Background: an optimization exercise with open tools, aiming at small area, a short achievable clock period and few clock cycles per item. Do not read the settings as production practice.
Only simulation tests tie the RTL to the original design; equivalence was not proved.
Power is estimated from default activity; no workload was simulated.

==> module main_file, before the edit <==
module main_file
(
    input  wire        clk,
    input  wire        rst,         
    input  wire        start,       
    output wire        done,        
    output wire [7:0]  mem_addr,    
    output wire        mem_we,      
    output wire [31:0] mem_wdata,   
    input  wire [31:0] mem_rdata    
);
reg        busy, fin;
reg        ph_b;            
reg        wr;              
reg  [3:0] i, j, m;
reg [31:0] R;
wire [31:0] g0 = ~mem_rdata & R;
wire [31:0] p0 = ~mem_rdata | R;
wire [7:0]  g1, p1;
wire [3:0]  g2, p2;
wire [1:0]  g3, p3;
genvar k;
generate
    for (k = 0; k < 8; k = k + 1) begin : c1
        assign g1[k] = g0[4*k+3] | p0[4*k+3] & (g0[4*k+2] | p0[4*k+2] & (g0[4*k+1] | p0[4*k+1] & g0[4*k]));
        assign p1[k] = &p0[4*k+3:4*k];
    end
    for (k = 0; k < 4; k = k + 1) begin : c2
        assign g2[k] = g1[2*k+1] | (p1[2*k+1] & g1[2*k]);
        assign p2[k] = p1[2*k+1] & p1[2*k];
    end
    for (k = 0; k < 2; k = k + 1) begin : c3
        assign g3[k] = g2[2*k+1] | (p2[2*k+1] & g2[2*k]);
        assign p3[k] = p2[2*k+1] & p2[2*k];
    end
endgenerate
wire       lt   = g3[1] | (p3[1] & g3[0]);
wire       ph_a = wr & ~ph_b;
assign done      = fin;
assign mem_addr  = {2'b00, j, 2'b00};
assign mem_wdata = R;
assign mem_we    = wr & ~rst;
always @(posedge clk) begin
    if (rst) begin
        busy <= 1'b0;
        fin  <= 1'b0;
        ph_b <= 1'b0;
        wr   <= 1'b0;
    end else if (!busy) begin
        if (start) begin
            busy <= 1'b1;
            fin  <= 1'b0;
            i    <= 4'd0;
            j    <= 4'd11;
        end
    end else if (ph_b) begin
        ph_b <= 1'b0;
        wr   <= 1'b0;
        i    <= i + 4'd1;
        j    <= 4'd11;
        if (i == 4'd10) begin
            busy <= 1'b0;
            fin  <= 1'b1;
        end
    end else if (ph_a) begin
        R    <= mem_rdata;
        ph_b <= 1'b1;
        if (!lt)
            j <= m;
    end else begin
        if (j == 4'd11 || lt) begin
            R  <= mem_rdata;
            m  <= j;
        end
        j <= j - 4'd1;
        wr <= (j - 4'd1 == i);
    end
end
endmodule
clock: 10.0 ns
lec_check: 0
cap_margin: 20
core_margin: 2
core_utilization: 40
slew_margin: 20
standard.sh (not shown) runs the stock make flow with config.mk's settings and CLKGATE_MAP_FILE= SYNTH_SCRIPT=/design/flow/synth_recipe.tcl, a recipe that flattens the netlist after the stock synthesis.
==> flow/flow/run.sh <==
#!/bin/bash
# Layout: the standard flow (standard.sh) with these changes:
#  - after the standard synthesis, the gates between the registers are
#    re-mapped by ABC for area (flow/resyn.tcl); registers keep their names
#    and cells;
#  - port buffers are buf_1 instead of the larger default;
#  - the clock tree uses clkbuf_8 only, without dummy loads.
set -euo pipefail
bash standard.sh synth > synth.log 2>&1
R=orfs/results/sky130hd/main_file/base
cp $R/1_2_yosys.v standard_synth.v
RESYN_IN=standard_synth.v RESYN_OUT=$R/1_2_yosys.v RESYN_SCRIPT=flow/resyn.abc \
  yosys -c flow/resyn.tcl > resyn.log 2>&1
bash standard.sh \
  BUFFER_PORTS_ARGS="-buffer_cell sky130_fd_sc_hd__buf_1" \
  SETUP_SLACK_MARGIN=5.7 \
  CTS_ARGS="-sink_clustering_enable -repair_clock_nets -dont_use_dummy_load -buf_list sky130_fd_sc_hd__clkbuf_8" \
  finish > layout.log 2>&1
==> flow/flow/resyn.abc <==
strash
dch -f
map -a
==> flow/flow/resyn.tcl <==
# Re-map the combinational logic of the standard synthesis netlist for area.
# Flip-flops (and tie cells) are kept as black boxes, so every register keeps
# its name and cell type; only the gates between them are re-mapped by ABC.
yosys -import
set lib $::env(FLOW_HOME)/platforms/sky130hd/lib/sky130_fd_sc_hd__tt_025C_1v80.lib
set dont_use {}
set f [open $::env(FLOW_HOME)/platforms/sky130hd/config.mk r]
foreach c [lsort -unique [regexp -all -inline {sky130_fd_sc_hd__[a-z0-9_]+} [read $f]]] {
  lappend dont_use -dont_use $c
}
close $f
read_liberty -ignore_miss_func -ignore_miss_data_latch $lib
read_verilog $::env(RESYN_IN)
hierarchy -top $::env(FLOW_TOP)
set seq {}
foreach c [regexp -all -inline {sky130_fd_sc_hd__[a-z0-9_]+} [exec grep -o {sky130_fd_sc_hd__[a-z0-9_]*} $::env(RESYN_IN)]] {
  if {[regexp {df|conb} $c]} { lappend seq $c }
}
yosys blackbox {*}[lsort -unique $seq]
flatten
# the flattened gates' pin wires get private names, so ports keep theirs
yosys rename -hide w:*.*
opt_clean -purge
abc -liberty $lib {*}$dont_use -script $::env(RESYN_SCRIPT)
opt_clean -purge
# cells as black boxes again, so checks see pin directions and only the top is written
read_liberty -lib -overwrite $lib
setundef -zero
hilomap -singleton -hicell sky130_fd_sc_hd__conb_1 HI -locell sky130_fd_sc_hd__conb_1 LO
splitnets
opt_clean -purge
# ports driven by a constant get a buffer each, as in the standard synthesis
insbuf -buf sky130_fd_sc_hd__buf_4 A X
opt_clean -purge
tee -o resyn_stat.txt stat -liberty $lib
check -assert -mapped
write_verilog -noattr -nohex -nodec $::env(RESYN_OUT)
Testbench counts at the start, summed over its fixed seeds: cycles 17,088, sorts 192.
Next try:
==> flow/design.v (replaced) <==
module main_file
(
    input  wire        clk,
    input  wire        rst,         
    input  wire        start,       
    output wire        done,        
    output wire [7:0]  mem_addr,    
    output wire        mem_we,      
    output wire [31:0] mem_wdata,   
    input  wire [31:0] mem_rdata    
);
reg  [3:0] i, j, m;
reg        ph_b;            
reg        wr;              
reg [31:0] R;
wire [31:0] g0 = ~mem_rdata & R;
wire [31:0] p0 = ~mem_rdata | R;
wire [7:0]  g1, p1;
wire [3:0]  g2, p2;
wire [1:0]  g3, p3;
genvar k;
generate
    for (k = 0; k < 8; k = k + 1) begin : c1
        assign g1[k] = g0[4*k+3] | p0[4*k+3] & (g0[4*k+2] | p0[4*k+2] & (g0[4*k+1] | p0[4*k+1] & g0[4*k]));
        assign p1[k] = &p0[4*k+3:4*k];
    end
    for (k = 0; k < 4; k = k + 1) begin : c2
        assign g2[k] = g1[2*k+1] | (p1[2*k+1] & g1[2*k]);
        assign p2[k] = p1[2*k+1] & p1[2*k];
    end
    for (k = 0; k < 2; k = k + 1) begin : c3
        assign g3[k] = g2[2*k+1] | (p2[2*k+1] & g2[2*k]);
        assign p3[k] = p2[2*k+1] & p2[2*k];
    end
endgenerate
wire       lt   = g3[1] | (p3[1] & g3[0]);
wire       idle = i[3] & i[1] & i[0];       
wire       ph_a = wr & ~ph_b;
assign done      = idle & ~i[2];            
assign mem_addr  = {2'b00, j, 2'b00};
assign mem_wdata = R;
assign mem_we    = wr & ~rst;
always @(posedge clk) begin
    if (rst) begin
        i    <= 4'd15;
        j    <= 4'd11;
        ph_b <= 1'b0;
        wr   <= 1'b0;
    end else if (idle) begin
        j    <= 4'd11;
        ph_b <= 1'b0;
        wr   <= 1'b0;
        if (start)
            i <= 4'd0;
    end else if (ph_b) begin
        ph_b <= 1'b0;
        wr   <= 1'b0;
        i    <= i + 4'd1;             
        j    <= 4'd11;
    end else if (ph_a) begin
        R    <= mem_rdata;
        ph_b <= 1'b1;
        wr   <= 1'b1;
        j    <= lt ? i : m;
    end else begin
        if (j == 4'd11 || lt) begin
            R  <= mem_rdata;
            m  <= j;
        end
        ph_b <= 1'b0;
        j    <= j - 4'd1;
        wr   <= (j - 4'd1 == i);
    end
end
endmodule
The changed run produced a clean layout.
Core utilization goes up by 2.3 points.
Design area went down by 2.4%.
Combinational power goes up by 140%.
Sequential power is higher by about 7%.
Critical path depth is unchanged.
Via count shrinks by 3.0%.
Power rises by 21%.
Wire length goes down by 2.7%.
Global-route usage climbs by 0.22 points.
Non-clock buffer count grows by 1.
Clock-buffer cell count does not change.
Die area went down by 6.2%.
Fmax climbs by 0.62%.
Clock power hardly moves.
Testbench counts after the change, summed over its fixed seeds: cycles 17,088, sorts 192.

port drivers added, routing unchanged:
In the flow no input, the clock included, has a driving cell. The finished layouts below were timed again as built, in two steps. Step 1 (the two cells are an assumption about what drives the block):
set clk [get_ports {clk}]
set_driving_cell -lib_cell sky130_fd_sc_hd__clkbuf_16 $clk
set_driving_cell -lib_cell sky130_fd_sc_hd__buf_2 [delete_from_list [all_inputs] $clk]
Step 2, shift: input delay + t, output delay - t, t = (earliest + latest rising clock arrival at the registers) / 2. This alone moves slack from input paths to output paths. a / b / c = ideal / step 1 / step 2; a / b = the first two.
run | t (ns) | slack for setup (ns) | hold slack, ns
the first run | 0.321 | 5.701 / 5.664 / 5.664 | 0.501 / 0.501 / 0.501
the second run | 0.312 | 5.728 / 5.690 / 5.598 | 0.524 / 0.524 / 0.524
After both steps every run listed still meets setup and hold. The setup slack of the second run, which loses most, moves by -0.038 ns with the drivers and by -0.130 ns with both steps.
